Context: an optimization exercise on an open-source flow, tuned for small area. The choices shown serve that exercise and are no tape-out recipe.
Function was checked by simulation only, so behaviour that the tests miss may differ from the original.
Power figures rest on the tool's default switching activity, not on a simulated workload.

===== flow/config.mk =====
export PLATFORM = sky130hd
export DESIGN_NAME = sin_gen
export DESIGN_NICKNAME = sin_gen
export VERILOG_FILES = /design/flow/design.v
export SDC_FILE = /design/flow/constraint.sdc
export NUM_CORES = 4
export LEC_CHECK = 0
export ABC_AREA = 1
export CAP_MARGIN = 20
export CELL_PAD_IN_SITES_DETAIL_PLACEMENT = 1
export CELL_PAD_IN_SITES_GLOBAL_PLACEMENT = 2
export CORE_MARGIN = 2
export CORE_UTILIZATION = 40
export GPL_TIMING_DRIVEN = 1
export SLEW_MARGIN = 20
export SYNTH_MEMORY_MAX_BITS = 16384

===== flow/constraint.sdc =====
create_clock -name core_clock -period 10.0 [get_ports {clk}]
set_input_delay 2.0000 -clock core_clock [delete_from_list [all_inputs] [get_ports {clk}]]
set_output_delay 2.0000 -clock core_clock [all_outputs]
set_load 0.01 [all_outputs]

===== flow/design.v =====
module sin_gen #(
  parameter phase_width     = 9,
  parameter data_width      = 16,
  parameter sampling_f      = 4535,    
  parameter clock_cnt_width = 13
)(
  input                        clk,         
  input                        rst,         
  input      [phase_width-1:0] phase_incr,  
  output     [phase_width-1:0] phase_out,
  output     [data_width-1:0]  signal_out,
  output                       fs_out       
);
  reg  [8:0]  phase_cnt;    
  reg         ph_s;
  reg         ph_r;
  reg  [6:0]  ph_i;
  reg  [11:0] c;            
  reg         clock_out;    
  wire term = (c & 12'h27f) == 12'h07f;    
  wire fb   = ~(c[11] ^ c[10]);
  wire [6:0] fold;
  wire [6:0] low_or;
  assign low_or[0] = 1'b0;
  genvar gi;
  generate for (gi = 1; gi < 7; gi = gi + 1) begin : g_fold
    assign low_or[gi] = low_or[gi-1] | phase_cnt[gi-1];
  end endgenerate
  assign fold = phase_cnt[6:0] ^ ({7{phase_cnt[7]}} & low_or);
  always @(posedge clk) begin
    if (rst) begin
      phase_cnt <= 9'd0;
      ph_s      <= 1'b0;
      ph_r      <= 1'b0;
      ph_i      <= 7'd0;
      c         <= 12'h0e5;
      clock_out <= 1'b1;
    end else begin
      ph_s <= phase_cnt[8];
      ph_r <= phase_cnt[7];
      ph_i <= fold;
      if (term) begin
        c         <= clock_out ? 12'h072 : 12'h0e5;
        clock_out <= ~clock_out;
        if (!clock_out)
          phase_cnt <= phase_cnt + phase_incr;
      end else begin
        c <= {c[10:0], fb};
      end
    end
  end
  assign phase_out = phase_cnt;
  assign fs_out    = clock_out;
  wire [8:0]  p = {ph_s, ph_r, ph_i};
  wire [15:0] rom;
  wire n26, n27, n28, n29, n30, n31, n32, n33, n34, n35, n36, n37;
  wire n38, n39, n40, n41, n42, n43, n44, n45, n46, n47, n48, n49;
  wire n50, n51, n52, n53, n54, n55, n56, n57, n58, n59, n60, n61;
  wire n62, n63, n64, n65, n66, n67, n68, n69, n70, n71, n72, n73;
  wire n74, n75, n76, n77, n78, n79, n80, n81, n82, n83, n84, n85;
  wire n86, n87, n88, n89, n90, n91, n92, n93, n94, n95, n96, n97;
  wire n98, n99, n100, n101, n102, n103, n104, n105, n106, n107, n108, n109;
  wire n110, n111, n112, n113, n114, n115, n116, n117, n118, n119, n120, n121;
  wire n122, n123, n124, n125, n126, n127, n128, n129, n130, n131, n132, n133;
  wire n134, n135, n136, n137, n138, n139, n140, n141, n142, n143, n144, n145;
  wire n146, n147, n149, n150, n151, n152, n153, n154, n155, n156, n157, n158;
  wire n159, n160, n161, n162, n163, n164, n165, n166, n167, n168, n169, n170;
  wire n171, n172, n173, n174, n175, n176, n177, n178, n179, n180, n181, n182;
  wire n183, n184, n185, n186, n187, n188, n189, n190, n191, n192, n193, n194;
  wire n196, n197, n198, n199, n200, n201, n202, n203, n204, n205, n206, n207;
  wire n208, n209, n210, n211, n212, n213, n214, n215, n216, n217, n218, n219;
  wire n220, n221, n222, n223, n224, n225, n226, n227, n228, n229, n230, n231;
  wire n232, n233, n235, n236, n237, n238, n239, n240, n241, n242, n243, n244;
  wire n245, n246, n247, n248, n249, n250, n251, n252, n253, n254, n255, n256;
  wire n257, n258, n259, n260, n261, n262, n263, n264, n265, n266, n267, n268;
  wire n269, n270, n271, n272, n273, n274, n275, n277, n278, n279, n280, n281;
  wire n282, n283, n284, n285, n286, n287, n288, n289, n290, n291, n292, n293;
  wire n294, n295, n296, n297, n298, n299, n300, n301, n302, n303, n304, n305;
  wire n306, n307, n308, n309, n310, n312, n313, n314, n315, n316, n317, n318;
  wire n319, n320, n321, n322, n323, n324, n325, n326, n327, n328, n329, n330;
  wire n331, n332, n333, n334, n335, n336, n337, n338, n340, n341, n342, n343;
  wire n344, n345, n346, n347, n348, n349, n350, n351, n352, n353, n354, n355;
  wire n356, n357, n358, n359, n360, n361, n362, n363, n364, n365, n366, n367;
  wire n368, n369, n370, n372, n373, n374, n375, n376, n377, n378, n379, n380;
  wire n381, n382, n383, n384, n385, n386, n387, n388, n389, n390, n391, n392;
  wire n393, n394, n395, n396, n397, n398, n399, n400, n401, n402, n404, n405;
  wire n406, n407, n408, n409, n410, n411, n412, n413, n414, n415, n416, n417;
  wire n418, n419, n420, n421, n422, n423, n424, n425, n426, n427, n429, n430;
  wire n431, n432, n433, n434, n435, n436, n437, n438, n439, n440, n441, n442;
  wire n443, n444, n445, n446, n447, n448, n449, n450, n452, n453, n454, n455;
  wire n456, n457, n458, n459, n460, n461, n462, n463, n464, n465, n466, n467;
  wire n468, n469, n470, n471, n472, n474, n475, n476, n477, n478, n479, n480;
  wire n481, n482, n483, n484, n485, n486, n487, n488, n490, n491, n492, n493;
  wire n494, n496, n497, n498, n500;
  assign n26 = ~p[4] & ~p[5];
  assign n27 = ~p[0] & ~p[2];
  assign n28 = p[0] & p[2];
  assign n29 = p[1] & ~n28;
  assign n30 = p[0] & ~p[1];
  assign n31 = p[2] & n30;
  assign n32 = ~n29 & ~n31;
  assign n33 = p[3] & n32;
  assign n34 = ~n27 & n33;
  assign n35 = ~p[0] & ~p[1];
  assign n36 = p[0] & p[1];
  assign n37 = ~n35 & ~n36;
  assign n38 = p[3] & n37;
  assign n39 = ~p[2] & n38;
  assign n40 = ~n34 & ~n39;
  assign n41 = ~p[1] & ~p[2];
  assign n42 = ~p[0] & p[2];
  assign n43 = p[3] & ~n42;
  assign n44 = ~n41 & n43;
  assign n45 = n38 & ~n44;
  assign n46 = ~p[2] & ~p[3];
  assign n47 = p[1] & n46;
  assign n48 = ~n33 & ~n47;
  assign n49 = ~n45 & n48;
  assign n50 = ~p[3] & ~n27;
  assign n51 = ~n36 & n50;
  assign n52 = n49 & ~n51;
  assign n53 = ~p[3] & ~n52;
  assign n54 = ~n41 & n53;
  assign n55 = n40 & ~n54;
  assign n56 = n26 & ~n55;
  assign n57 = ~p[3] & n36;
  assign n58 = p[0] & ~p[2];
  assign n59 = ~p[1] & p[3];
  assign n60 = p[2] & ~n59;
  assign n61 = ~n58 & ~n60;
  assign n62 = ~n57 & ~n61;
  assign n63 = ~n27 & ~n31;
  assign n64 = ~n62 & n63;
  assign n65 = ~n39 & ~n64;
  assign n66 = p[4] & n65;
  assign n67 = p[1] & p[2];
  assign n68 = ~n41 & ~n67;
  assign n69 = ~p[0] & ~p[3];
  assign n70 = n68 & n69;
  assign n71 = ~p[4] & ~n70;
  assign n72 = ~n45 & n71;
  assign n73 = p[5] & ~n72;
  assign n74 = ~n66 & n73;
  assign n75 = n50 & n68;
  assign n76 = n40 & ~n75;
  assign n77 = n35 & n46;
  assign n78 = p[4] & ~n77;
  assign n79 = ~n28 & n38;
  assign n80 = n78 & ~n79;
  assign n81 = ~p[5] & n80;
  assign n82 = n76 & n81;
  assign n83 = ~n74 & ~n82;
  assign n84 = ~n56 & n83;
  assign n85 = p[6] & ~n84;
  assign n86 = p[4] & ~n58;
  assign n87 = n38 & n86;
  assign n88 = ~p[4] & ~n35;
  assign n89 = n53 & n88;
  assign n90 = n65 & n88;
  assign n91 = ~p[3] & p[4];
  assign n92 = n32 & n91;
  assign n93 = ~n90 & ~n92;
  assign n94 = ~n89 & n93;
  assign n95 = ~n27 & ~n94;
  assign n96 = ~n87 & ~n95;
  assign n97 = ~p[5] & ~n96;
  assign n98 = p[2] & n59;
  assign n99 = n33 & ~n37;
  assign n100 = ~n98 & ~n99;
  assign n101 = ~n28 & n50;
  assign n102 = ~p[4] & ~n101;
  assign n103 = n100 & n102;
  assign n104 = p[3] & ~n67;
  assign n105 = n63 & n104;
  assign n106 = ~n30 & n78;
  assign n107 = ~n105 & n106;
  assign n108 = p[5] & ~n107;
  assign n109 = ~n103 & n108;
  assign n110 = ~p[6] & ~n109;
  assign n111 = ~n97 & n110;
  assign n112 = ~n85 & ~n111;
  assign n113 = p[0] & n26;
  assign n114 = p[3] & ~p[4];
  assign n115 = p[1] & n114;
  assign n116 = n113 & ~n115;
  assign n117 = ~n54 & n116;
  assign n118 = n27 & n114;
  assign n119 = p[3] & p[4];
  assign n120 = ~p[2] & n37;
  assign n121 = n119 & n120;
  assign n122 = ~n118 & ~n121;
  assign n123 = p[5] & ~n122;
  assign n124 = ~p[2] & ~n69;
  assign n125 = ~n67 & ~n124;
  assign n126 = p[4] & ~p[5];
  assign n127 = p[0] & p[3];
  assign n128 = n126 & ~n127;
  assign n129 = ~n125 & n128;
  assign n130 = ~n123 & ~n129;
  assign n131 = ~n117 & n130;
  assign n132 = p[6] & ~n131;
  assign n133 = p[1] & ~n124;
  assign n134 = ~p[4] & ~n133;
  assign n135 = ~n80 & ~n134;
  assign n136 = p[5] & ~n135;
  assign n137 = p[1] & n118;
  assign n138 = p[2] & ~n36;
  assign n139 = n119 & n138;
  assign n140 = ~p[5] & ~n139;
  assign n141 = ~n137 & n140;
  assign n142 = ~p[6] & ~n141;
  assign n143 = ~n136 & n142;
  assign n144 = ~n132 & ~n143;
  assign n145 = p[8] & ~n144;
  assign n146 = n112 & ~n145;
  assign n147 = ~n112 & n145;
  assign rom[0] = n146 | n147;
  assign n149 = p[8] & n146;
  assign n150 = ~p[2] & p[3];
  assign n151 = p[2] & ~p[3];
  assign n152 = ~n150 & ~n151;
  assign n153 = ~n64 & n152;
  assign n154 = p[1] & n153;
  assign n155 = ~p[1] & ~n27;
  assign n156 = n91 & ~n155;
  assign n157 = ~n119 & ~n156;
  assign n158 = ~n154 & ~n157;
  assign n159 = ~n37 & ~n152;
  assign n160 = ~p[0] & p[1];
  assign n161 = ~n151 & n160;
  assign n162 = ~p[4] & ~n161;
  assign n163 = ~n159 & n162;
  assign n164 = ~n158 & ~n163;
  assign n165 = p[6] & ~n164;
  assign n166 = ~n39 & n71;
  assign n167 = ~n86 & ~n91;
  assign n168 = ~n51 & ~n167;
  assign n169 = ~p[6] & ~n168;
  assign n170 = ~n166 & n169;
  assign n171 = ~n165 & ~n170;
  assign n172 = p[5] & ~n171;
  assign n173 = p[0] & ~n60;
  assign n174 = ~n41 & n173;
  assign n175 = p[2] & n69;
  assign n176 = p[4] & ~n175;
  assign n177 = ~n174 & n176;
  assign n178 = ~n90 & ~n177;
  assign n179 = p[6] & ~n178;
  assign n180 = ~p[4] & n62;
  assign n181 = p[1] & ~n180;
  assign n182 = p[1] & ~p[2];
  assign n183 = n43 & ~n182;
  assign n184 = ~n181 & ~n183;
  assign n185 = p[1] & ~p[3];
  assign n186 = p[4] & ~n185;
  assign n187 = ~n182 & n186;
  assign n188 = ~p[6] & ~n187;
  assign n189 = ~n184 & n188;
  assign n190 = ~p[5] & ~n189;
  assign n191 = ~n179 & n190;
  assign n192 = ~n172 & ~n191;
  assign n193 = ~n149 & ~n192;
  assign n194 = n149 & n192;
  assign rom[1] = ~n193 & ~n194;
  assign n196 = p[8] & ~n193;
  assign n197 = ~p[3] & n35;
  assign n198 = n86 & ~n197;
  assign n199 = ~n44 & n102;
  assign n200 = ~n198 & ~n199;
  assign n201 = ~p[5] & ~n200;
  assign n202 = p[2] & p[3];
  assign n203 = n162 & n202;
  assign n204 = p[5] & ~n203;
  assign n205 = ~n89 & n204;
  assign n206 = ~n28 & ~n155;
  assign n207 = ~n120 & n206;
  assign n208 = n119 & ~n207;
  assign n209 = ~p[3] & ~n31;
  assign n210 = ~n58 & n209;
  assign n211 = p[4] & n210;
  assign n212 = ~n118 & ~n211;
  assign n213 = ~n208 & n212;
  assign n214 = n205 & n213;
  assign n215 = ~n201 & ~n214;
  assign n216 = p[6] & ~n215;
  assign n217 = ~n52 & n86;
  assign n218 = ~n79 & ~n197;
  assign n219 = n102 & n218;
  assign n220 = n40 & n219;
  assign n221 = p[5] & ~n220;
  assign n222 = ~n217 & n221;
  assign n223 = ~p[4] & n152;
  assign n224 = ~n33 & n223;
  assign n225 = ~n70 & ~n183;
  assign n226 = n78 & n225;
  assign n227 = ~p[5] & ~n226;
  assign n228 = ~n224 & n227;
  assign n229 = ~p[6] & ~n228;
  assign n230 = ~n222 & n229;
  assign n231 = ~n216 & ~n230;
  assign n232 = ~n196 & ~n231;
  assign n233 = n196 & n231;
  assign rom[2] = ~n232 & ~n233;
  assign n235 = p[8] & ~n232;
  assign n236 = p[4] & n62;
  assign n237 = n205 & ~n236;
  assign n238 = ~n35 & ~n152;
  assign n239 = ~n120 & n126;
  assign n240 = ~n238 & n239;
  assign n241 = ~n113 & ~n240;
  assign n242 = ~n99 & ~n241;
  assign n243 = ~n237 & ~n242;
  assign n244 = ~p[6] & ~n243;
  assign n245 = p[0] & ~n68;
  assign n246 = p[4] & ~n245;
  assign n247 = ~n42 & n246;
  assign n248 = ~n76 & n247;
  assign n249 = ~n207 & n209;
  assign n250 = ~n59 & ~n249;
  assign n251 = ~p[4] & ~n250;
  assign n252 = n105 & ~n247;
  assign n253 = ~p[5] & ~n252;
  assign n254 = ~n251 & n253;
  assign n255 = ~n248 & n254;
  assign n256 = ~p[4] & p[5];
  assign n257 = n42 & ~n59;
  assign n258 = ~n173 & ~n257;
  assign n259 = p[2] & n258;
  assign n260 = p[3] & n67;
  assign n261 = p[5] & ~n260;
  assign n262 = ~n249 & n261;
  assign n263 = ~n259 & n262;
  assign n264 = ~n256 & ~n263;
  assign n265 = ~p[4] & ~n210;
  assign n266 = ~p[2] & ~n36;
  assign n267 = n104 & ~n266;
  assign n268 = ~n138 & ~n267;
  assign n269 = n265 & n268;
  assign n270 = ~n264 & ~n269;
  assign n271 = p[6] & ~n270;
  assign n272 = ~n255 & n271;
  assign n273 = ~n244 & ~n272;
  assign n274 = ~n235 & n273;
  assign n275 = n235 & ~n273;
  assign rom[3] = ~n274 & ~n275;
  assign n277 = p[8] & ~n274;
  assign n278 = n100 & n126;
  assign n279 = ~n30 & n68;
  assign n280 = ~n152 & ~n279;
  assign n281 = ~n31 & n162;
  assign n282 = ~n280 & n281;
  assign n283 = ~n278 & ~n282;
  assign n284 = ~n156 & ~n283;
  assign n285 = ~n43 & n61;
  assign n286 = n168 & ~n285;
  assign n287 = p[5] & ~n286;
  assign n288 = ~n284 & ~n287;
  assign n289 = ~n49 & n256;
  assign n290 = p[6] & ~n289;
  assign n291 = ~n288 & n290;
  assign n292 = n76 & ~n280;
  assign n293 = n30 & ~n152;
  assign n294 = ~p[3] & ~n29;
  assign n295 = ~p[4] & ~n294;
  assign n296 = ~n293 & n295;
  assign n297 = ~n292 & n296;
  assign n298 = n48 & n246;
  assign n299 = p[5] & ~n298;
  assign n300 = ~n297 & n299;
  assign n301 = ~n35 & n152;
  assign n302 = ~n70 & n126;
  assign n303 = ~n301 & n302;
  assign n304 = p[1] & n26;
  assign n305 = ~p[6] & ~n304;
  assign n306 = ~n303 & n305;
  assign n307 = ~n300 & n306;
  assign n308 = ~n291 & ~n307;
  assign n309 = ~n277 & ~n308;
  assign n310 = n277 & n308;
  assign rom[4] = ~n309 & ~n310;
  assign n312 = p[8] & ~n309;
  assign n313 = ~n167 & ~n259;
  assign n314 = ~n154 & n313;
  assign n315 = ~p[4] & ~n153;
  assign n316 = p[6] & ~n315;
  assign n317 = ~n314 & n316;
  assign n318 = ~p[2] & ~p[4];
  assign n319 = ~n78 & ~n318;
  assign n320 = ~p[6] & ~n319;
  assign n321 = ~p[5] & ~n320;
  assign n322 = ~n317 & n321;
  assign n323 = p[4] & ~n63;
  assign n324 = ~p[4] & ~n260;
  assign n325 = ~n36 & ~n46;
  assign n326 = n324 & n325;
  assign n327 = ~n99 & n326;
  assign n328 = ~n323 & ~n327;
  assign n329 = ~p[6] & ~n328;
  assign n330 = p[2] & n162;
  assign n331 = ~n121 & ~n330;
  assign n332 = ~n211 & n331;
  assign n333 = p[6] & ~n332;
  assign n334 = p[5] & ~n333;
  assign n335 = ~n329 & n334;
  assign n336 = ~n322 & ~n335;
  assign n337 = ~n312 & n336;
  assign n338 = n312 & ~n336;
  assign rom[5] = ~n337 & ~n338;
  assign n340 = ~p[6] & n26;
  assign n341 = n77 & n340;
  assign n342 = p[8] & ~n341;
  assign n343 = p[0] & ~n114;
  assign n344 = n41 & n91;
  assign n345 = ~p[0] & n114;
  assign n346 = ~n344 & ~n345;
  assign n347 = ~n343 & n346;
  assign n348 = ~p[5] & ~n347;
  assign n349 = ~n35 & n202;
  assign n350 = ~n47 & ~n349;
  assign n351 = n225 & n350;
  assign n352 = ~n314 & n351;
  assign n353 = n187 & ~n352;
  assign n354 = ~n34 & n265;
  assign n355 = p[5] & ~n354;
  assign n356 = ~n353 & n355;
  assign n357 = ~n348 & ~n356;
  assign n358 = ~p[6] & ~n357;
  assign n359 = ~p[4] & ~n258;
  assign n360 = n35 & n150;
  assign n361 = n186 & ~n360;
  assign n362 = p[5] & ~n361;
  assign n363 = ~n359 & n362;
  assign n364 = ~n75 & n126;
  assign n365 = ~n33 & n364;
  assign n366 = p[6] & ~n365;
  assign n367 = ~n363 & n366;
  assign n368 = ~n358 & ~n367;
  assign n369 = n342 & ~n368;
  assign n370 = ~n342 & n368;
  assign rom[6] = ~n369 & ~n370;
  assign n372 = n68 & n91;
  assign n373 = ~n69 & n100;
  assign n374 = p[1] & ~n373;
  assign n375 = n68 & n373;
  assign n376 = ~p[4] & ~n375;
  assign n377 = ~n374 & n376;
  assign n378 = ~n372 & ~n377;
  assign n379 = p[5] & ~n378;
  assign n380 = p[0] & ~n156;
  assign n381 = ~n323 & n380;
  assign n382 = p[4] & n42;
  assign n383 = ~p[5] & ~n382;
  assign n384 = ~n381 & n383;
  assign n385 = p[6] & ~n384;
  assign n386 = ~n379 & n385;
  assign n387 = p[3] & n207;
  assign n388 = n295 & ~n387;
  assign n389 = n86 & ~n257;
  assign n390 = p[5] & ~n389;
  assign n391 = ~n388 & n390;
  assign n392 = ~n37 & n78;
  assign n393 = ~p[4] & ~n59;
  assign n394 = n37 & n393;
  assign n395 = ~p[5] & ~n115;
  assign n396 = ~n394 & n395;
  assign n397 = ~n392 & n396;
  assign n398 = ~p[6] & ~n397;
  assign n399 = ~n391 & n398;
  assign n400 = ~n386 & ~n399;
  assign n401 = n342 & ~n400;
  assign n402 = ~n342 & n400;
  assign rom[7] = ~n401 & ~n402;
  assign n404 = ~n118 & ~n251;
  assign n405 = ~n33 & ~n404;
  assign n406 = p[3] & ~n37;
  assign n407 = n158 & ~n406;
  assign n408 = ~n405 & ~n407;
  assign n409 = p[5] & ~n408;
  assign n410 = n166 & ~n259;
  assign n411 = ~p[5] & ~n247;
  assign n412 = ~n410 & n411;
  assign n413 = ~n409 & ~n412;
  assign n414 = ~p[6] & ~n413;
  assign n415 = ~n57 & n351;
  assign n416 = n126 & ~n415;
  assign n417 = n261 & n344;
  assign n418 = ~n256 & ~n417;
  assign n419 = ~n91 & ~n138;
  assign n420 = ~n260 & n419;
  assign n421 = ~n418 & ~n420;
  assign n422 = p[6] & ~n304;
  assign n423 = ~n421 & n422;
  assign n424 = ~n416 & n423;
  assign n425 = ~n414 & ~n424;
  assign n426 = n342 & ~n425;
  assign n427 = ~n342 & n425;
  assign rom[8] = ~n426 & ~n427;
  assign n429 = n71 & n125;
  assign n430 = n78 & ~n151;
  assign n431 = ~n267 & n430;
  assign n432 = ~n429 & ~n431;
  assign n433 = p[5] & ~n432;
  assign n434 = n126 & n351;
  assign n435 = ~p[4] & ~n75;
  assign n436 = ~n183 & n435;
  assign n437 = ~n79 & n436;
  assign n438 = ~p[6] & ~n437;
  assign n439 = ~n434 & n438;
  assign n440 = ~n433 & n439;
  assign n441 = n126 & ~n349;
  assign n442 = ~n54 & n441;
  assign n443 = ~n152 & n256;
  assign n444 = n26 & ~n68;
  assign n445 = p[6] & ~n444;
  assign n446 = ~n443 & n445;
  assign n447 = ~n442 & n446;
  assign n448 = ~n440 & ~n447;
  assign n449 = n342 & ~n448;
  assign n450 = ~n342 & n448;
  assign rom[9] = ~n449 & ~n450;
  assign n452 = ~p[3] & ~n67;
  assign n453 = ~p[5] & ~n452;
  assign n454 = ~n176 & ~n324;
  assign n455 = n453 & ~n454;
  assign n456 = n46 & n256;
  assign n457 = ~n455 & ~n456;
  assign n458 = p[6] & ~n457;
  assign n459 = ~n267 & n324;
  assign n460 = ~p[3] & ~n238;
  assign n461 = n459 & ~n460;
  assign n462 = n78 & ~n104;
  assign n463 = ~n461 & ~n462;
  assign n464 = p[5] & ~n463;
  assign n465 = n453 & n459;
  assign n466 = n126 & ~n280;
  assign n467 = ~p[6] & ~n466;
  assign n468 = ~n465 & n467;
  assign n469 = ~n464 & n468;
  assign n470 = ~n458 & ~n469;
  assign n471 = n342 & ~n470;
  assign n472 = ~n342 & n470;
  assign rom[10] = n471 | n472;
  assign n474 = p[4] & ~n460;
  assign n475 = ~p[5] & ~n474;
  assign n476 = ~n459 & n475;
  assign n477 = ~n119 & ~n459;
  assign n478 = p[5] & ~n477;
  assign n479 = ~p[6] & ~n478;
  assign n480 = ~n476 & n479;
  assign n481 = ~p[4] & n452;
  assign n482 = p[6] & ~n481;
  assign n483 = n176 & ~n452;
  assign n484 = ~p[5] & ~n483;
  assign n485 = n482 & n484;
  assign n486 = ~n480 & ~n485;
  assign n487 = n342 & ~n486;
  assign n488 = ~n342 & n486;
  assign rom[11] = n487 | n488;
  assign n490 = p[5] & ~n459;
  assign n491 = ~n475 & ~n490;
  assign n492 = ~n482 & ~n491;
  assign n493 = n342 & ~n492;
  assign n494 = ~n342 & n492;
  assign rom[12] = ~n493 & ~n494;
  assign n496 = ~p[6] & ~n490;
  assign n497 = n342 & ~n496;
  assign n498 = ~n342 & n496;
  assign rom[13] = ~n497 & ~n498;
  assign n500 = p[7] & n341;
  assign rom[14] = n342 | n500;
  assign rom[15] = p[8] & rom[14];
  assign signal_out = rom;
endmodule

===== flow/flow/run.sh =====
#!/bin/bash
set -euo pipefail
W=$PWD
mkdir -p "$W/myscripts"
cp -r "$FLOW_HOME/scripts/." "$W/myscripts/"
cp "$W/flow/abc_area.script" "$W/myscripts/abc_area.script"
bash standard.sh "SCRIPTS_DIR=$W/myscripts" "ADDER_MAP_FILE=" synth > "$W/synth.log" 2>&1
R=$W/orfs/results/$FLOW_PLATFORM/sin_gen/base
python3 "$W/flow/upsize.py" "$R/1_2_yosys.v" > "$W/upsize.log" 2>&1
rm -f "$R/1_synth.odb" "$R/1_synth.sdc"
bash standard.sh "SCRIPTS_DIR=$W/myscripts" "ADDER_MAP_FILE=" synth > "$W/synth2.log" 2>&1
bash standard.sh "BUFFER_PORTS_ARGS=-buffer_cell sky130_fd_sc_hd__buf_1" \
  "CTS_ARGS=-sink_clustering_enable -repair_clock_nets -buf_list sky130_fd_sc_hd__clkbuf_4 -dont_use_dummy_load" \
  finish > "$W/layout.log" 2>&1

===== flow/flow/abc_area.script =====
strash
&get -n
&dch -f
&nf -R 1000
&put
topo

===== flow/flow/upsize.py =====
#!/usr/bin/env python3
"""Give flip-flops that drive a large fanout a stronger drive (dfxtp_1 -> dfxtp_2/4)
in the synthesised netlist, instead of leaving the placer to buffer their nets.
Only the drive strength of a register's cell changes; its type and name stay."""
import re, sys
fn = sys.argv[1]
v = open(fn).read()
insts = re.findall(r'(sky130_fd_sc_hd__\w+)\s+(\\?\S+)\s*\((.*?)\);', v, re.S)
loads = {}
for typ, name, pins in insts:
    for pin, net in re.findall(r'\.(\w+)\(([^()]*)\)', pins):
        if pin not in ('X', 'Y', 'Q', 'Q_N', 'COUT', 'SUM'):
            loads[net.strip()] = loads.get(net.strip(), 0) + 1
out = v
for typ, name, pins in insts:
    if typ != 'sky130_fd_sc_hd__dfxtp_1':
        continue
    q = dict((a, b.strip()) for a, b in re.findall(r'\.(\w+)\(([^()]*)\)', pins))['Q']
    n = loads.get(q, 0)
    new = 'sky130_fd_sc_hd__dfxtp_4' if n > 24 else 'sky130_fd_sc_hd__dfxtp_2' if n > 12 else None
    if new:
        old = '%s %s' % (typ, name)
        assert out.count(old) == 1, old
        out = out.replace(old, '%s %s' % (new, name))
        print('%s: %d loads -> %s' % (name, n, new))
open(fn, 'w').write(out)

===== flow/standard.sh =====
#!/bin/bash
# synth_recipe.tcl (not shown) runs the flow's synth.tcl, then flattens the netlist and writes it again
# the make line also repeats each setting of config.mk as NAME=value (left out here)
make -C /OpenROAD-flow-scripts/flow DESIGN_CONFIG=/design/flow/config.mk WORK_HOME=/design/flow/orfs CLKGATE_MAP_FILE= SYNTH_SCRIPT=/design/flow/synth_recipe.tcl "${@:-finish}"

==> summary.txt, run 1 <==
STA
  • Setup repair after global routing missed its margin: no
  • Setup slack of the critical path after layout: 3.46 ns
  • Tightest hold margin: 0.445 ns
  • Actual slew at the worst max-slew pin: 0.966 ns
  • Final cycle utilization of the critical path: 65.4%
  • Number of hold violations in the final report: 0
  • Final-report max-slew violation count: 0
  • Final worst path period need: 6.54 ns
  • Final count of negative-setup-slack endpoints: 0
  • Worst relative slew slack: 35.6%
  • Final clock skew: 0.0165 ns
  • Sum of negative setup slack: 0 ns
  • Max Clock Freq: 153 MHz

Floorplan
  • Core outline area: 6720 um2
  • Die extent in x: 87.1 um
  • Starting density of the core: 41.1%
  • Number of placed I/O pins: 37
  • Number of placement rows: 30
  • Total Die Area: 7580 um2
  • Height of the die: 87.1 um

Critical path
  • CP Data Required Time: 8.00 ns
  • Chain of cells forming the critical path: clkinv_1 > nand2_1 > nand2_1 > nor2_1 > o21ai_0 > nand3_1 > a21oi_1 > or4_1 > a21oi_1 > a31oi_1 > nor2_1 > a311oi_1 > a21oi_1 > nand3_1 > o21ai_0 > o21ai_0 > nand2_1 > o21ai_0 > xnor2_1 > buf_1
  • Slack of the worst reg-to-reg path: 6.15 ns
  • Data arrival time of the critical path: 4.54 ns
  • Cell type of the slowest stage on the worst timing path: dfxtp_2
  • Class of the most critical setup path: reg2out
  • Endpoint class of the critical path: primary output
  • Worst-path maximum fanout: 21
  • Worst reg-to-reg path cell count: 12
  • Worst setup SP type: flop
  • CP peak stage delay: 0.62 ns
  • Dominant cell type by count on the critical path: o21ai_0

Yosys
  • Dominant synthesized flop cell: dfxtp_1
  • Area of the mapped netlist: 2760 um2
  • Adder-cell share of the synthesized area: 2.19%
  • Syn nets: 427
  • Number of flops mapped to enable cells by yosys: 0
  • Synth top area share: 22.6%
  • Mux contribution to synthesized area: 0.365%
  • Fraction of the yosys area taken by sequential cells: 22.6%
  • Number of distinct library cell variants in the gate-level netlist after synthesis: 45
  • Cell accounting for the most synthesized area: dfxtp_1
  • Yosys stat chip area: 2740 um2
  • Area fraction in and, or, nand and nor cells after synthesis: 32.1%
  • Main combinational cell family by area after synthesis: simple AND/OR/NAND/NOR gates
  • Number of instances in the synthesized netlist: 416
  • Total of warnings raised by yosys: 1
  • Leading cell types by total area after synthesis: dfxtp_1 (23%), nand2_1 (11%), nor2_1 (8.1%), a21oi_1 (7.5%), o21ai_0 (7.3%)
  • Post-synthesis compound-gate area fraction: 30.9%
  • Fraction of synthesized cell area in xor and xnor cells: 10.9%
  • Avg Synthesized Cell Area: 6.64 um2
  • Proportion of register bits with asynchronous set or reset after synthesis: 0%
  • Flop and latch count out of synthesis: 31

Power and ir drop
  • Peak VDD IR: 0.0847 mV
  • Power Density: 64.7 nW/um2
  • Leakage power: 1.04 nW

Layout
  • Fraction of final layout cells sized beyond drive strength 1: 2.63%
  • Fill cell instance count of the final layout: 906
  • Final nets: 469
  • ANT cells: 0
  • Finished layout cell area: 3030 um2
  • Area growth, synth to finish: 9.61%

Drt
  • Vias/cell: 6.50
  • Number of detailed-routing iterations run before antenna repair: 6
  • Routed length per instance: 20.5 um
  • Vias after detailed routing: 3482
  • Drt drc: 0
  • Initial DRC Count: 527
  • Antenna viol nets, final: 0
  • Aggregate routed wire length: 11000 um

Flow run
  • Max-cap check violation count: 0

Place
  • Count of buffers inserted at the top-level ports: 36
  • Post-detail-place hpwl: 8190 um
  • Standard cell area after detailed placement: 2990 um2
  • Placement-stage worst setup slack: 4.01 ns
  • Routability Congestion: 1.01

Clocking
  • Number of hold buffers added after CTS: 0
  • CTS HTree Levels: 2
  • TritonCTS clock tree: done
  • Inserted Clock Buffers: 5
  • Count of instances resized after the clock tree is built: 0
  • # Post-CTS Setup Buffers: 0
  • Register clock-pin slew on the reported worst setup and hold paths: 0.09 ns
  • Clk Latency, worst-skew pair: 0.32 ns
  • Total clock sinks: 31
  • Maximum number of buffers from clock root to sink: 2
  • Library cell used as clock root buffer: clkbuf_4

Global routing
  • Antenna violations before repair: 0
  • Pin count of the biggest net entering global routing: 38
  • Vias in the first global route: 3346
  • Overall Global Routing Usage: 30.3%
  • Overflow left after global routing: 0
  • First-pass GRT wire length: 17700 um

Status
  • Result of the run: finished clean

Hold path
  • Worst Hold Class: reg2reg
  • Worst hold path stage count: 1
## state kept, by name, indices dropped and copies added, names as in the netlist
signal	count
ph_r	1
phase_cnt	9
ph_i	7
ph_s	1
c	12
clock_out	1
## per-layer routing
layer	global-route usage [%]	vias up	wire length (um)
li1	-	1604	-
met1	37.6	1605	4390
met2	49.3	212	4970
met3	4.55	61	884
met4	18.0	0	729
met5	0	-	0
## layout by cell type (no fill, tap or decap), drive strengths merged, types with 2 or more instances in the layout
master and instances:
nand2 78, nor2 59, a21oi 41, o21ai 40, buf 36, dfxtp 31, xnor2 20, nand3 16
xor2 14, nor3 13, a31oi 12, and2 9, a211oi 9, nor2b 6, maj3 6, clkinv 5
o211ai 5, clkbuf 5, nand2b 4, o221ai 4, o31ai 4, a32o 3, or2 3, nand4 3
a22o 2, o22ai 2, a311oi 2, nor3b 2, a32oi 2, and3 2, nor4 2, a21boi 2
## layout make-up
cell class | instances | area (um2) | area share [%]
flip-flops and latches | 31 | 639 | 21.1
multi-input cells | 379 | 2100 | 69.2
repair buffers | 36 | 135 | 4.46
inverters | 5 | 18.8 | 0.620
well taps | 80 | 100 | 3.31
clock buffers | 5 | 37.5 | 1.24
## through the flow
step	total power, mW	utilization, %	instances
after floorplan	0.134	-	416
after global placement	0.138	44.5	531
after detailed placement	0.139	44.5	531
after CTS	0.200	45.0	536
after global routing	0.207	45.0	536
final	0.196	45.0	536
## cells in the mapped netlist, types with 2 or more instances
cell / instances
a211oi_1: 9
a21boi_0: 2
a21oi_1: 41
a22o_1: 2
a311oi_1: 2
a31oi_1: 12
a32o_1: 3
a32oi_1: 2
and2_0: 9
and3_1: 2
clkinv_1: 5
dfxtp_1: 31
maj3_1: 6
nand2_1: 78
nand2b_1: 4
nand3_1: 16
nand4_1: 3
nor2_1: 59
nor2b_1: 6
nor3_1: 13
nor3b_1: 2
nor4_1: 2
o211ai_1: 5
o21ai_0: 40
o221ai_1: 4
o22ai_1: 2
o31ai_1: 4
or2_0: 3
xnor2_1: 20
xor2_1: 14
## power breakdown
part,internal [mW],total [mW],switching (mW)
registers,0.125,0.126,0.00130
logic,0.00418,0.00964,0.00546
clock network,0.0234,0.0599,0.0365
## cell families after synthesis
logic type,after synthesis
and+or+nand+nor,200
AOI/OAI and AO/OA,138
xor gates and xnor gates,34
DFF,31
buffers and inverters,6
adders and majority gates,6
muxes,1
## worst paths after layout
kind / startpoint / endpoint
setup / recovery: ph_i[1] / signal_out[5]
hold / removal: c[8] / c[9]
setup reg to reg: phase_cnt[1] / phase_cnt[8]
hold reg to reg: c[8] / c[9]
## critical path, delay by kind of cell, from the launching register on
kind            cells  cell delay (ns)
simple gates        8             1.77
compound gates      9             1.20
flops               1             0.62
buf+inv             2             0.45
xor+xnor            1             0.17
==> run 2, diff against run 1 <==
==> flow/flow/abc_area.script (replaced) <==
strash
dch -f
amap
topo
==> run 2 against run 1 <==
Compared with the run above:
- still clean on timing, DRC and antenna
- global-route usage rose by 2.9 points
- synthesized area fell by 0.68%
- clock power rose by 4.7%
- via count rose by 8.3%
- first-iteration DRC count fell by 32%
- clock-buffer cell count did not move
- fmax fell by 6.6%
==> summary.txt, run 2 <==
Status
  • Result of the run: finished clean

Global routing
  • Overflow left after global routing: 0
  • Antenna violations before repair: 0
  • First-pass GRT wire length: 19300 um
  • Overall Global Routing Usage: 33.2%
  • Vias in the first global route: 3661
  • Pin count of the biggest net entering global routing: 24

Drt
  • Aggregate routed wire length: 12100 um
  • Number of detailed-routing iterations run before antenna repair: 5
  • Routed length per instance: 20.9 um
  • Antenna viol nets, final: 0
  • Initial DRC Count: 360
  • Vias/cell: 6.55
  • Drt drc: 0
  • Vias after detailed routing: 3771

Critical path
  • Setup crit start: ph_i[2]
  • Kind of cell adding the most delay to the critical path: simple AND/OR/NAND/NOR gates
  • Cell type of the slowest stage on the worst timing path: dfxtp_2
  • Chain of cells forming the critical path: clkinv_1 > nor2_1 > o22ai_1 > nor2_1 > clkinv_1 > o21ai_0 > nor3_1 > or2_0 > nor2_1 > nor3_1 > o22a_1 > o211ai_1 > o21ai_0 > nor3_1 > nor2_1 > nor2_1 > nor2_1 > nor2_1 > nor2_1 > nor2_1 > o21ai_0 > o21ai_0 > buf_1
  • Buffers & Inverters on Critical Path: 3
  • CP Data Required Time: 8.00 ns
  • RR Startpoint: phase_cnt[1]
  • Endpoint class of the critical path: primary output
  • Data arrival time of the critical path: 5.00 ns
  • Worst-path maximum fanout: 17
  • CP Capture Point: signal_out[5]
  • Worst path depth: 23
  • Slack of the worst reg-to-reg path: 6.95 ns
  • Terminus of the critical flop-to-flop path: phase_cnt[8]
  • Worst reg-to-reg path cell count: 16
  • Class of the most critical setup path: reg2out
  • Worst setup SP type: flop
  • Dominant cell type by count on the critical path: nor2_1
  • CP peak stage delay: 0.51 ns

Flow run
  • Max-cap check violation count: 0

STA
  • Worst relative slew slack: 48.0%
  • Final worst path period need: 7.00 ns
  • Setup repair after global routing missed its margin: no
  • Final-report max-slew violation count: 0
  • Max Clock Freq: 143 MHz
  • Number of hold violations in the final report: 0
  • Final count of negative-setup-slack endpoints: 0
  • Final clock skew: 0.0367 ns
  • Final cycle utilization of the critical path: 70.0%
  • Actual slew at the worst max-slew pin: 0.778 ns
  • Sum of negative setup slack: 0 ns

Yosys
  • Proportion of register bits with asynchronous set or reset after synthesis: 0%
  • Leading cell types by total area after synthesis: dfxtp_1 (23%), nor2_1 (16%), o21ai_0 (12%), clkinv_1 (7.0%), nand2_1 (7.0%)
  • Cell accounting for the most synthesized area: dfxtp_1
  • Synth top cells by count: nor2_1 (120), o21ai_0 (65), clkinv_1 (51), nand2_1 (51), dfxtp_1 (31)
  • Number of instances in the synthesized netlist: 456
  • Area of the mapped netlist: 2740 um2
  • Count leader, synth: nor2_1
  • Number of flops mapped to enable cells by yosys: 0
  • Avg Synthesized Cell Area: 6.01 um2
  • Dominant synthesized flop cell: dfxtp_1
  • Syn nets: 467
  • Flop and latch count out of synthesis: 31
  • Yosys stat chip area: 2740 um2
  • Total of warnings raised by yosys: 1
  • Synth top area share: 22.7%
  • Fraction of the yosys area taken by sequential cells: 22.7%
  • Number of distinct library cell variants in the gate-level netlist after synthesis: 38

Power and ir drop
  • Power Density: 66.5 nW/um2
  • Leakage power: 1.02 nW
  • Peak VDD IR: 0.0736 mV
  • Total chip power: 0.200 mW

Floorplan
  • Die extent in x: 86.8 um
  • Total Die Area: 7540 um2
  • Height of the die: 86.8 um
  • Core outline area: 6720 um2
  • Number of placed I/O pins: 37
  • Number of placement rows: 30
  • Starting density of the core: 40.8%

Clocking
  • CTS HTree Levels: 2
  • Maximum number of buffers from clock root to sink: 2
  • Count of instances resized after the clock tree is built: 0
  • Library cell used as clock root buffer: clkbuf_4
  • Clk Latency, worst-skew pair: 0.34 ns
  • Number of hold buffers added after CTS: 0
  • Inserted Clock Buffers: 5
  • Total clock sinks: 31
  • Register clock-pin slew on the reported worst setup and hold paths: 0.11 ns
  • # Post-CTS Setup Buffers: 0
  • TritonCTS clock tree: done

Layout
  • Non-filler cells in the finished layout: 576
  • Sequential cell area: 626 um2
  • Final nets: 509
  • Area used by multi-input combinational logic: 1920 um2
  • Area growth, synth to finish: 9.67%
  • Leading cell type in the layout, fill and taps excluded: nor2_1
  • Register bank with the most flops: c
  • Fraction of final layout cells sized beyond drive strength 1: 1.81%
  • ANT cells: 0
  • Largest register FFs: 12
  • Fill cell instance count of the final layout: 970
  • Highest-count cells in the layout ignoring fill and taps: nor2_1 (120), o21ai_0 (65), clkinv_1 (51), nand2_1 (51), buf_1 (36)
  • Biggest regs: c x12, phase_cnt x9, ph_i x7

Place
  • Number of cells after detailed placement: 571
  • Count of buffers inserted at the top-level ports: 36
  • Routability Congestion: 1.15
  • Post-detail-place hpwl: 9470 um

Hold path
  • Worst hold path startpoint: c[2]
  • Worst Hold Class: reg2reg
[run 2: cell count changes in the layout (fill, tap and decap cells not counted), sizes merged, moves of 6 or more]
cell / before / now
nor2: 59 / 120
clkinv: 5 / 51
nand2: 78 / 51
o21ai: 40 / 65
a21oi: 41 / 21
xnor2: 20 / 0
nand3: 16 / 1
xor2: 14 / 0
and2: 9 / 3
maj3: 6 / 0
o21a: 1 / 7
o22a: 0 / 6
or3: 0 / 6
[run 2: worst register-to-register path, delay by kind of cell (launching register included)]
kind | cells | cell delay, ns
compound gates | 7 | 1.47
simple gates | 9 | 1.02
flops | 1 | 0.45
[run 2: worst min-delay path by stage]
| stage | slack [ns] | end | depth (start not counted) |
|---|---|---|---|
| detailed placement | 0.42 | c[3] | 2 |
| CTS | 0.43 | c[3] | 2 |
| global route | 0.46 | c[3] | 2 |
| global placement | 0.41 | c[3] | 2 |
| floorplan | 0.40 | c[3] | 2 |
| finish | 0.43 | c[3] | 2 |
[run 2: metal layers]
metal / track usage, % / wire [um]
met3: 3.62 / 829
met5: 0 / 0
met4: 20.2 / 828
met2: 57.9 / 5780
met1: 38.7 / 4610
[run 2: cell type report]
cell class / count / area share (%)
Tap cell: 80 / 3.33
Timing Repair Buffer: 36 / 4.49
Sequential cell: 31 / 20.8
Clock buffer: 5 / 1.25
Multi-Input combinational cell: 373 / 63.8
Inverter: 51 / 6.36
[run 2: cell families (layout without fill, tap and decap cells)]
| family | count (synthesis) | after routing | share of synthesized area (%) |
|---|---|---|---|
| AOI/OAI and AO/OA | 161 | 161 | 38.1 |
| DFF | 31 | 31 | 22.7 |
| and+or+nand+nor | 212 | 212 | 32.0 |
| buffers and inverters | 52 | 92 | 7.27 |
[run 2: report_power, final]
part	switching (mW)	internal, mW
clock	0.0393	0.0234
combinational	0.00634	0.00365
sequential	0.00104	0.126
[run 2: metrics by stage]
step	setup slack [ns]	hold WS [ns]	utilization (%)	area, um2
6_report	3.00	0.431	44.8	3010
3_5_place_dp	3.51	0.418	44.2	2970
4_1_cts	3.14	0.434	44.8	3010
2_1_floorplan	4.35	0.403	-	2740
3_3_place_gp	3.66	0.410	44.2	2970
5_1_grt	2.44	0.464	44.8	3010

==> what the ideal ports hide <==
How much do the figures lean on ideal ports? The routed layouts below were timed once more, with nothing changed but the port constraints. Step 1 sets driving cells, clkbuf_16 on the clock port and buf_2 on the other inputs (assumed; they add their load-dependent delay and slew). Step 2 adds t to the input delays and takes it off the output delays; t is the mean of the earliest and latest rising clock arrival at the registers after step 1. Input paths then give back, and output paths get back, about the clock's delay inside the block. Three values: no drivers, after step 1, after step 2; two values: the first two.
run | shift t [ns] | slack for setup (ns) | hold slack, ns | worst slew at a driven data input, ns
run 1 | 0.337 | 3.461 / 3.438 / 3.774 | 0.445 / 0.445 / 0.445 | 0.03
run 2 | 0.345 | 2.996 / 2.973 / 3.317 | 0.431 / 0.431 / 0.431 | 0.05
After both steps every run listed still meets setup and hold.
